This design comes from an exercise in tuning for small area on the open sky130 flow, not from production work.
Function was checked by simulation only, so behaviour that the tests miss may differ from the original.
Power figures rest on the tool's default switching activity, not on a simulated workload.

==> flow/design.v (outline; a module is shown in full before it is edited, if it fits) <==
// module fpga_agc: 24745 lines
module fpga_agc(BLKUPL_, BMGXM, BMGXP, BMGYM, BMGYP, BMGZM, BMGZP, CAURST, CDUFAL, CDUXM, CDUXP, CDUYM, CDUYP, CDUZM, CDUZP, CNTRL1, CNTRL2, CTLSAT, DBLTST, DKBSNC, DKEND, DKSTRT, DOSCAL, FREFUN, GATEX_, GATEY_, GATEZ_, GCAPCL, GUIREL, HOLFUN, IMUCAG, IMUFAL, IMUOPR, IN3008, IN3212, IN3213, IN3214, IN3216, IN3301, ISSTOR, LEMATT, LFTOFF, LRIN0, LRIN1, LRRLSC, LVDAGD, MAINRS, MAMU, MANRmP, MANRmR, MANRmY, MANRpP, MANRpR, MANRpY, MARK, MDT01, MDT02, MDT03, MDT04, MDT05, MDT06, MDT07, MDT08, MDT09, MDT10, MDT11, MDT12, MDT13, MDT14, MDT15, MDT16, MKEY1, MKEY2, MKEY3, MKEY4, MKEY5, MLDCH, MLOAD, MNHNC, MNHRPT, MNHSBF, MNIMmP, MNIMmR, MNIMmY, MNIMpP, MNIMpR, MNIMpY, MONPAR, MONWBK, MRDCH, MREAD, MRKREJ, MRKRST, MSTP, MSTRT, MTCSAI, NAVRST, NHALGA, NHVFAL, NKEY1, NKEY2, NKEY3, NKEY4, NKEY5, OPCDFL, OPMSW2, OPMSW3, PCHGOF, PIPAXm, PIPAXp, PIPAYm, PIPAYp, PIPAZm, PIPAZp, ROLGOF, RRIN0, RRIN1, RRPONA, RRRLSC, S4BSAB, SBYBUT, SHAFTM, SHAFTP, SIGNX, SIGNY, SIGNZ, SMSEPR, SPSRDY, STRPRS, TEMPIN, TRANmX, TRANmY, TRANmZ, TRANpX, TRANpY, TRANpZ, TRNM, TRNP, TRST10, TRST9, ULLTHR, UPL0, UPL1, WD167, WD168, XLNK0, XLNK1, ZEROP, mstpeven, mstpodd, ALGA, ALRT0, ALRT1, ALT0, ALT1, ALTSNC, BPLSSW, BPLUS, CDUCLK, CDUXDM, CDUXDP, CDUYDM, CDUYDP, CDUZDM, CDUZDP, CGCWAR, CLK, COARSE, COMACT, DISDAC, DKDATA, DKDATB, ELSNCM, ELSNCN, EMSm, EMSp, ENERIM, ENEROP, GYENAB, GYRRST, GYRSET, GYXM, GYXP, GYYM, GYYP, GYZM, GYZP, ISSTDC, ISSWAR, KYRLS, LRRANG, LRRST, LRSYNC, LRXVEL, LRYVEL, LRZVEL, MBR1, MBR2, MCTRAL_, MGOJAM, MGP_, MIIP, MINHL, MINKL, MNISQ, MON800, MONWT, MOSCAL_, MPAL_, MPIPAL_, MRAG, MRCH, MREQIN, MRGG, MRLG, MROLGT, MRPTAL_, MRSC, MRULOG, MSCAFL_, MSCDBL_, MSP, MSQ10, MSQ11, MSQ12, MSQ13, MSQ14, MSQ16, MSQEXT, MST1, MST2, MST3, MSTPIT_, MT01, MT02, MT03, MT04, MT05, MT06, MT07, MT08, MT09, MT10, MT11, MT12, MTCAL_, MTCSA_, MVFAIL_, MWAG, MWARNF_, MWATCH_, MWBBEG, MWBG, MWCH, MWEBG, MWFBG, MWG, MWL01, MWL02, MWL03, MWL04, MWL05, MWL06, MWL07, MWL08, MWL09, MWL10, MWL11, MWL12, MWL13, MWL14, MWL15, MWL16, MWLG, MWQG, MWSG, MWYG, MWZG, OPEROR, OT1108, OT1110, OT1111, OT1112, OT1113, OT1114, OT1116, OT1207, OT1207_, OTLNK0, OTLNK1, OUTCOM, PIPASW, PIPDAT, PIPINT, RCmXmP, RCmXmY, RCmXpP, RCmXpY, RCmYmR, RCmYpR, RCmZmR, RCmZpR, RCpXmP, RCpXmY, RCpXpP, RCpXpY, RCpYmR, RCpYpR, RCpZmR, RCpZpR, RESTRT, RHCGO, RLYB01, RLYB02, RLYB03, RLYB04, RLYB05, RLYB06, RLYB07, RLYB08, RLYB09, RLYB10, RLYB11, RRRANG, RRRARA, RRRST, RRSYNC, RYWD12, RYWD13, RYWD14, RYWD16, S4BOFF, S4BSEQ, S4BTAK, SBYLIT, SHFTDM, SHFTDP, STARON, STNDBY, STRT1, STRT2, THRSTm, THRSTp, TMPCAU, TRNDM, TRNDP, TVCNAB, UPLACT, VNFLSH, ZEROPT, ZIMCDU, ZOPCDU, n12KPPS, n25KPPS, n3200A, n3200B, n3200C, n3200D, n800RST, n800SET, p28COM, p4SW, p4VDC, clk, reset, rope_addr, rope_data, core_addr, core_we, core_wdata, core_rdata);
  // ...
==> flow/flow/run.sh <==
#!/bin/bash
# Own flow: the standard ORFS layout, with two changes to how the layout is made:
#  - ports are buffered with sky130_fd_sc_hd__buf_1 instead of ORFS's default buffer;
#  - clock tree synthesis uses small clusters of clkbuf_8 leaf buffers and no dummy loads.
# Everything else (synthesis, floorplan, power grid, placement, routing) is standard.sh.
set -euo pipefail
export BUFFER_PORTS_ARGS="-buffer_cell sky130_fd_sc_hd__buf_1"
export CTS_ARGS="-sink_clustering_enable -repair_clock_nets -dont_use_dummy_load -buf_list sky130_fd_sc_hd__clkbuf_8 -sink_clustering_size 18 -sink_clustering_max_diameter 50"
bash standard.sh > standard_flow.log 2>&1
==> flow/standard.sh <==
#!/bin/bash
# synth_recipe.tcl (not shown) runs the flow's synth.tcl, then flattens the netlist and writes it again
# the make line also repeats each setting of config.mk as NAME=value (left out here)
make -C /OpenROAD-flow-scripts/flow DESIGN_CONFIG=/design/flow/config.mk WORK_HOME=/design/flow/orfs CLKGATE_MAP_FILE= SYNTH_SCRIPT=/design/flow/synth_recipe.tcl "${@:-finish}"
==> flow/config.mk <==
export PLATFORM = sky130hd
export DESIGN_NAME = fpga_agc
export DESIGN_NICKNAME = fpga_agc
export VERILOG_FILES = /design/flow/design.v
export SDC_FILE = /design/flow/constraint.sdc
export NUM_CORES = 8
export LEC_CHECK = 0
export CAP_MARGIN = 5
export CORE_MARGIN = 2
export CORE_UTILIZATION = 70
export SLEW_MARGIN = 5
==> flow/constraint.sdc <==
create_clock -name core_clock -period 19.5 [get_ports {clk}]
set_input_delay 3.9000 -clock core_clock [delete_from_list [all_inputs] [get_ports {clk}]]
set_output_delay 3.9000 -clock core_clock [all_outputs]
set_load 0.01 [all_outputs]
==> out/results.ini, run 1 <==
[timing]
finalWorstSetupSlack_ps=8610
rsz0062_at_grt=no
setup_viol=0
worst_pin_slew_ps=1370

[synthesis]
synth_area_leaders=dfxtp_1 73%, a211oi_1 6.1%, nor2_1 5.9%, a2111oi_0 3.7%, o221ai_1 1.1%
yosys.area_share.adder_pct=0.0409
synth-async-reset-ratio_pct=0.0785
synth-compound-area-share_pct=14.2
yosys.area.top_type=dfxtp_1

[status]
outcome=no timing/DRC/antenna violations

[hold_path]
hold_end=traya_a14_NOR42205_p

[floorplan]
row_count=217

[global_routing]
use_met2_pct=54.1
globalRouteOverflowTotal=0

[critical_path]
cp-end-kind=output port
cp_top_family=buffers and inverters
cp_data_required_time_ps=15600
critPathSlowestCell=buf_4
crit_type=in -> out

[cells_and_area]
seq_cells=8916
fillers=24154
finalInstanceArea_um2=257000
bufAreaShareNonClock_pct=1.22

[power]
p_clk_mw=8.01
power_mw=26.6
clkPwrFrac_pct=30.1

[placed_design]
gp_congestion=0.829
dp_hpwl_um=407000
pre_cts_ws_ps=8720

[detailed_routing]
wirelength_met1_um=278000
wl_per_cell_um=24.4

[run]
max_cap_violations=0

==> run 2, diff against run 1 <==
--- a/flow/config.mk
+++ b/flow/config.mk
@@ -5,7 +5,7 @@
 export SDC_FILE = /design/flow/constraint.sdc
 export NUM_CORES = 8
 export LEC_CHECK = 0
-export CAP_MARGIN = 5
+export CAP_MARGIN = 20
 export CORE_MARGIN = 2
 export CORE_UTILIZATION = 70
-export SLEW_MARGIN = 5
+export SLEW_MARGIN = 20
==> run 2 against run 1 <==
Net effect: fmax is 0.62% higher; worst hold slack better by 24 ps; largest cell class unchanged; utilization about the same; final cell count barely moved; worst setup slack improved by 67 ps; die area unchanged; highest routed layer unchanged; sequential power about the same; clock power is essentially flat.
==> out/results.ini, run 2 <==
[status]
outcome=no timing/DRC/antenna violations  ; unchanged

[cells_and_area]
syn2layout_area_growth_pct=5.14  ; was 5.12%
finalInstanceArea_um2=257000  ; about the same
finalNetCount=20979  ; was 20978
final_cell_mix=8902 x dfxtp_1, 3826 x nor2_1, 1972 x a211oi_1  ; unchanged
largest_reg_flops=7  ; unchanged
final_common_cell=dfxtp_1  ; unchanged
fin_cells=25415  ; was 25410
layout-drive-gt1-share_pct=4.13  ; was 4.11%
regMostFlops=agc_cnt  ; unchanged

[global_routing]
antenna_found_initial=54  ; was 57
grt_pass1_vias=146884  ; was 146761
grt_start_max_net_pins=173  ; unchanged
globalRouteOverflowTotal=0  ; unchanged
grt_pass1_wl_um=925000  ; was 924000 µm
track_usage_pct=34.0  ; about the same

[floorplan]
io_pins=441  ; unchanged
die_h_um=595  ; unchanged
core_area_um2=349000  ; unchanged
die_w_um=595  ; unchanged
initial_core_util_pct=70.1  ; unchanged
die_area_um2=354000  ; unchanged
row_count=217  ; unchanged

[synthesis]
synth_top_cell_area_share_pct=72.9  ; unchanged
synth_cell_types=71  ; unchanged
ys_ff_latch=8916  ; unchanged
ys_warn_count=1  ; unchanged
synth_top_family_by_area=compound AO/OA/AOI/OAI gates  ; unchanged
ys.flop_type=dfxtp_1  ; unchanged
syn_area_per_cell_um2=11.8  ; unchanged
yosys.area_share.adder_pct=0.0409  ; unchanged
synth_xor_area_share_pct=0.0179  ; unchanged
ys_top_cells_by_count=8909 x dfxtp_1, 3826 x nor2_1, 1972 x a211oi_1  ; unchanged
synth_edf_count=0  ; unchanged
yosys.area.top_type=dfxtp_1  ; unchanged
synth_area_leaders=dfxtp_1 73%, a211oi_1 6.1%, nor2_1 5.9%, a2111oi_0 3.7%, o221ai_1 1.1%  ; unchanged
seq_area_frac_synth_pct=73.0  ; unchanged
synth-compound-area-share_pct=14.2  ; unchanged
netlist_area_um2=245000  ; unchanged
muxShareOfSynthArea_pct=0  ; unchanged
synth_most_common_cell=dfxtp_1  ; unchanged
syn_inst=20660  ; unchanged
synth_simple_gate_area_share_pct=10.5  ; unchanged
synth-async-reset-ratio_pct=0.0785  ; unchanged

[placed_design]
dpl.cell_count=24795  ; unchanged
portBuffers=436  ; unchanged
dp_hpwl_um=407000  ; about the same
dpl_cell_area_um2=249000  ; about the same
gp_congestion=0.829  ; unchanged

[detailed_routing]
via_count=155689  ; was 155800
routed_wl_um=619000  ; was 620000 µm
postRouteAntennaNets=0  ; unchanged
via_per_inst=6.13  ; about the same
wl_per_cell_um=24.4  ; about the same
drt_iter0_drc=13921  ; was 13681
firstDrtPassIters=6  ; was 5
drcViolationCount=0  ; unchanged

[timing]
report.final.hold_viol_count=0  ; unchanged
max_freq_ghz=0.0924  ; was 0.0919 GHz
rsz0062_at_grt=no  ; unchanged
slew_viol_final=0  ; unchanged
setup_viol=0  ; unchanged
hold_ws_ps=326  ; was 302 ps
period_share_pct=55.5  ; was 55.8%
finClkSkew_ps=71.4  ; was 80.0 ps
fin_crit_ps=10820  ; was 10890 ps
relSlewSlack_pct=18.1  ; was 8.36%
worst_pin_slew_ps=1220  ; was 1370 ps
setup_tns_ps=0  ; unchanged

[critical_path]
cp-end-kind=output port  ; unchanged
reg2regPathDepth=7  ; unchanged
cp_data_arrival_time_ps=6920  ; was 6990 ps
setup.worst_path.start_class=input port  ; unchanged
worst_path_largest_cell_delay_ps=650  ; was 640 ps
reg2reg_to=traya_a15_NOR35447  ; was traya_a14_NOR51461
cp_data_required_time_ps=15600  ; about the same
r2r_slack_ps=13900  ; was 13940 ps
critPathSlowestCell=buf_4  ; unchanged
crit_type=in -> out  ; unchanged
rr_startpoint=held_b  ; unchanged
path_max_fanout=130  ; was 131
path_cells=buf_1 -> nand4bb_4 -> inv_16 -> buf_4 -> buf_4 -> and3_1 -> buf_1  ; unchanged

[hold_path]
whs_path_depth=0  ; unchanged
min_path_type=reg -> reg  ; unchanged
min-delay-start=traya_a15_NOR35117  ; was traya_a14_NOR42205
hold_end=traya_a15_NOR35117_p  ; was traya_a14_NOR42205_p

[clock_network]
clkLatencyLatePin_ps=1250  ; was 1270 ps
ctsHoldBuffers=0  ; unchanged
cts_post_setup_buffers_inserted=0  ; unchanged
cts_htree_levels=6  ; unchanged
cts_made_buffers=588  ; unchanged
ctsLongestPathBuffers=4  ; unchanged
cts_tree=built  ; unchanged
root_buffer=clkbuf_8  ; unchanged
clkSinkCount=8916  ; unchanged
cts_resized=0  ; unchanged
path_clk_slew_ps=100  ; about the same

[run]
max_cap_violations=0  ; unchanged

[power]
irDropWorstVdd_mv=0.0983  ; was 0.100 mV
power_density_nw_per_um2=103  ; was 104 nW/µm²
power_mw=26.6  ; about the same
p_leak_nw=95.4  ; about the same

[run 2: routing by layer]
| layer | wire length, µm | part of all wire (%) | vias up | GRT usage, % |
|---|---|---|---|---|
| met5 | 116 | 0.019 | - | 0 |
| met4 | 21800 | 3.5 | 18 | 11.6 |
| met3 | 37100 | 6.0 | 918 | 4.37 |
| met2 | 283000 | 46 | 4298 | 53.8 |
| met1 | 277000 | 45 | 77370 | 48.5 |
| li1 | - | - | 73085 | - |
[run 2: cell type report]
type	count	area [µm²]
Tap cell	4599	5750
Timing Repair Buffer	620	3150
Sequential cell	8916	179000
Antenna cell	31	77.6
Clock buffer	588	8090
Fill cell	24186	91500
Inverter	201	783
Multi-Input combinational cell	10460	60700
[run 2: cell families after synthesis]
kind of cell / count (synthesis)
AO/OA/AOI/OAI: 4525
adder cells (fa/ha/maj): 8
flip-flops: 8916
XOR/XNOR: 5
other: 1
buffers and inverters: 1285
AND/OR/NAND/NOR: 5920
[run 2: report_power, final]
part | internal, mW | switching, mW
Combinational | 0.0655 | 0.152
Clock | 2.72 | 5.28
Sequential | 18.3 | 0.0807
[run 2: worst max-delay path, delay by kind of cell]
family | cells | cell delay, ps
and+or+nand+nor | 2 | 640
buffers and inverters | 5 | 2000
[run 2: worst max-delay path by stage]
stage | slack, ps | from | end | cells after the start
floorplan | 10170 | reset | RRRST | 5
global placement | 8750 | reset | core_wdata[14] | 7
detailed placement | 8730 | reset | MGP_ | 7
CTS | 8710 | reset | core_wdata[14] | 7
global route | 8590 | reset | MSQ11 | 7
finish | 8680 | reset | core_wdata[14] | 7
[run 2: per-stage QoR]
| step | utilization (%) | worst slack [ps] |
|---|---|---|
| after global routing | 73.7 | 8590 |
| after floorplan | - | 10170 |
| after CTS | 73.7 | 8710 |
| after detailed placement | 71.4 | 8730 |
| after global placement | 71.4 | 8750 |
| final | 73.7 | 8680 |
==> run 3, diff against run 2 <==
--- a/flow/config.mk
+++ b/flow/config.mk
@@ -8,4 +8,6 @@
 export CAP_MARGIN = 20
 export CORE_MARGIN = 2
 export CORE_UTILIZATION = 70
+export GPL_ROUTABILITY_DRIVEN = 0
+export GPL_TIMING_DRIVEN = 0
 export SLEW_MARGIN = 20
==> run 3 against run 2 <==
Net effect: sequential power about the same; first-iteration DRC count increased by 97%; sequential cell count unchanged; largest cell class unchanged; register-to-register slack improved by 150 ps; die area unchanged; clock skew increased by 15 ps; clock power increased by 2.5%; power increased by 1.2%; synthesized cell count unchanged; critical path type unchanged.
==> out/results.ini, run 3 <==
[status]
outcome=no timing/DRC/antenna violations  ; unchanged

[timing]
setup_tns_ps=0  ; unchanged
relSlewSlack_pct=9.53  ; was 18.1%
slew_viol_final=0  ; unchanged
max_freq_ghz=0.0783  ; was 0.0924 GHz
setup_viol=0  ; unchanged
worst_pin_slew_ps=1360  ; was 1220 ps
finalWorstSetupSlack_ps=6720  ; was 8680 ps
fin_crit_ps=12780  ; was 10820 ps
period_share_pct=65.5  ; was 55.5%
hold_ws_ps=314  ; was 326 ps
finClkSkew_ps=86.5  ; was 71.4 ps
report.final.hold_viol_count=0  ; unchanged
rsz0062_at_grt=no  ; unchanged

[power]
p_leak_nw=98.0  ; was 95.4 nW
switching_share_pct=21.6  ; was 20.7%
combPwrFrac_pct=1.2  ; was 0.8%
power.share.sequential_pct=68.3  ; was 69.1%
power_density_nw_per_um2=102  ; was 103 nW/µm²
power_mw=26.9  ; was 26.6 mW
irDropWorstVdd_mv=0.0881  ; was 0.0983 mV
clkPwrFrac_pct=30.5  ; was 30.1%
p_int_mw=21.1  ; about the same
power.switching_mw=5.81  ; was 5.52 mW

[global_routing]
grt_pass1_vias=163505  ; was 146884
grt.busiest_layer=met2  ; unchanged
grt_util_met3_pct=18.2  ; was 4.37%
grt_pass1_wl_um=1240000  ; was 925000 µm
track_usage_pct=49.9  ; was 34.0%
grt_start_max_net_pins=19  ; was 173
antenna_found_initial=176  ; was 54
globalRouteOverflowTotal=0  ; unchanged
use_met2_pct=68.9  ; was 53.8%
use_met1_pct=62.5  ; was 48.5%

[cells_and_area]
largest_reg_flops=7  ; unchanged
final_cell_mix=8904 x dfxtp_1, 3826 x nor2_1, 1972 x a211oi_1  ; was 8902 x dfxtp_1, 3826 x nor2_1, 1972 x a211oi_1
regMostFlops=agc_cnt  ; unchanged
finalInstanceArea_um2=263000  ; was 257000 µm²
layout-drive-gt1-share_pct=5.77  ; was 4.13%
multi_input_area_um2=60600  ; was 60700 µm²
finalNetCount=21970  ; was 20979
seq_area_um2=179000  ; about the same
syn2layout_area_growth_pct=7.47  ; was 5.14%
final_common_cell=dfxtp_1  ; unchanged
fillers=24139  ; was 24186

[floorplan]
die_area_um2=354000  ; unchanged
core_area_um2=349000  ; unchanged
row_count=217  ; unchanged
die_w_um=595  ; unchanged
initial_core_util_pct=70.1  ; unchanged
die_h_um=595  ; unchanged
io_pins=441  ; unchanged

[critical_path]
crit_path_frequent_cell=buf_6
worst_path_largest_cell_delay_ps=970  ; was 650 ps
setup.worst_path.start_class=input port  ; unchanged
cp_data_arrival_time_ps=8880  ; was 6920 ps
cp_num_buf_inv=9  ; was 5
path_max_fanout=10  ; was 130
cp_data_required_time_ps=15600  ; about the same
crit_type=in -> out  ; unchanged
critPathSlowestCell=clkbuf_1  ; was buf_4
path_cells=buf_1 -> nand4bb_1 -> buf_2 -> inv_4 -> buf_6 -> buf_6 -> buf_6 -> buf_2 -> clkbuf_1 -> and2_1 -> buf_1  ; was buf_1 -> nand4bb_4 -> inv_16 -> buf_4 -> buf_4 -> and3_1 -> buf_1
cp-end-kind=output port  ; unchanged
cp_top_family=buffers and inverters  ; unchanged

[synthesis]
ys_ff_latch=8916  ; unchanged
synth_cell_types=71  ; unchanged
synth_area_leaders=dfxtp_1 73%, a211oi_1 6.1%, nor2_1 5.9%, a2111oi_0 3.7%, o221ai_1 1.1%  ; unchanged
synth_top_cell_area_share_pct=72.9  ; unchanged
yosys.area.top_type=dfxtp_1  ; unchanged
seq_area_frac_synth_pct=73.0  ; unchanged
ys.flop_type=dfxtp_1  ; unchanged
netlist_area_um2=245000  ; unchanged
synth_most_common_cell=dfxtp_1  ; unchanged
synth_edf_count=0  ; unchanged
ys_warn_count=1  ; unchanged
syn_inst=20660  ; unchanged
syn_area_per_cell_um2=11.8  ; unchanged
ys_top_cells_by_count=8909 x dfxtp_1, 3826 x nor2_1, 1972 x a211oi_1  ; unchanged
synth-async-reset-ratio_pct=0.0785  ; unchanged

[clock_network]
clkLatencyLatePin_ps=1350  ; was 1250 ps
cts_htree_levels=6  ; unchanged
clkSinkCount=8916  ; unchanged
path_clk_slew_ps=110  ; was 100 ps
ctsHoldBuffers=0  ; unchanged
cts_made_buffers=590  ; was 588
ctsLongestPathBuffers=4  ; unchanged
cts_resized=0  ; unchanged
cts_tree=built  ; unchanged
root_buffer=clkbuf_8  ; unchanged
cts_post_setup_buffers_inserted=0  ; unchanged

[detailed_routing]
firstDrtPassIters=14  ; was 6
drcViolationCount=0  ; unchanged
routed_wl_um=909000  ; was 619000 µm
postRouteAntennaNets=0  ; unchanged
drt_iter0_drc=27437  ; was 13921
via_count=180189  ; was 155689
wl_per_cell_um=34.2  ; was 24.4 µm
via_per_inst=6.78  ; was 6.13

[hold_path]
min_path_type=reg -> reg  ; unchanged

[placed_design]
portBuffers=436  ; unchanged
dpl_cell_area_um2=254000  ; was 249000 µm²
pre_cts_ws_ps=7220  ; was 8730 ps
dp_hpwl_um=657000  ; was 407000 µm

[run]
max_cap_violations=0  ; unchanged

==> run 3: changes by cell type in the layout (fill, tap and decap cells not counted), sizes merged <==
cell    delta
diode    +184
clkbuf   +618
buf      +373
==> run 3: worst reg2reg max path, stage by stage, from the launching register on <==
cell and delay (ps):
dfxtp_1 340, clkbuf_1 750, buf_2 750, buf_2 480, buf_2 900, buf_2 680
nor3b_1 370, a311oi_1 980
==> run 3: final timing paths <==
path                                         start                   end  slack, ps  depth (start not counted)
worst max-delay path                         WD168                 MINHL       6720                         11
worst min-delay path            traya_a13_NOR41149  traya_a13_NOR41149_p        310                          0
worst max register to register              held_b    traya_a18_NOR45446      14050                          7
worst min register to register  traya_a13_NOR41149  traya_a13_NOR41149_p        310                          0
max in group asynchronous                    reset            agc_cnt[6]      16350                          3
min in group asynchronous                    reset            agc_cnt[4]       2920                          3
==> run 3: area by class of cell <==
type / instances / share of cell area [%]
diodes: 215 / 0.205
plain buffers: 1084 / 1.88
inverters: 201 / 0.288
multi-input cells: 10460 / 23.1
clock buffers: 590 / 3.09
well taps: 4599 / 2.19
repair buffers: 525 / 1.33
flip-flops and latches: 8916 / 67.9
==> run 3: through the flow <==
step / utilization (%) / cells
after global placement: 72.3 / 25696
after global routing: 75.2 / 26409
after floorplan: - / 20661
final: 75.4 / 26590
after CTS: 75.2 / 26371
after detailed placement: 72.9 / 25781
==> run 3: cell families (layout without fill, tap and decap cells) <==
| logic type | count (synthesis) | in the layout | synth area share (%) |
|---|---|---|---|
| other | 1 | 217 | 0.00153 |
| adders and majority gates | 8 | 8 | 0.0409 |
| buffers and inverters | 1285 | 2400 | 2.23 |
| xor gates and xnor gates | 5 | 5 | 0.0179 |
| DFF | 8916 | 8916 | 73.0 |
| AOI/OAI and AO/OA | 4525 | 4525 | 14.2 |
| and+or+nand+nor | 5920 | 5920 | 10.5 |
==> run 3: routing by layer <==
| layer | vias to the layer above | routed length, µm |
|---|---|---|
| met5 | - | 625 |
| met4 | 40 | 90500 |
| met3 | 3608 | 131000 |
| met2 | 13512 | 365000 |
| met1 | 87769 | 322000 |
| li1 | 75260 | - |
==> run 3: power by group through the flow <==
stage	registers, mW	clock network [mW]	logic (mW)
finish	18.4	8.21	0.326
detailed placement	18.8	0	0.305
CTS	18.4	8.08	0.306
global route	18.4	8.72	0.327
floorplan	18.8	0	0.137
global placement	18.8	0	0.291

## separate check: timing with driven ports
How much do the figures lean on ideal ports? The routed layouts below were timed once more, with nothing changed but the port constraints.
Step 1 assumes that a clkbuf_16 drives the clock port and a buf_2 every other input.
Step 2 times the ports against the registers' clock, not the clock port: input delays grow and output delays shrink by t, the midpoint of the rising clock arrivals with the driver on.
Three values: ideal, step 1, step 2; two values: the first two.
run | shift t [ns] | setup WS [ns] | hold slack, ns | cell pins on the clock port's net
run 1 | 1.339 | 8.615 / 8.593 / 8.593 | 0.302 / 0.302 / 0.302 | 1
run 2 | 1.339 | 8.682 / 8.661 / 8.661 | 0.326 / 0.326 / 0.326 | 1
run 3 | 1.447 | 6.721 / 6.699 / 6.699 | 0.314 / 0.314 / 0.314 | 1
After both steps every run listed still meets setup and hold.
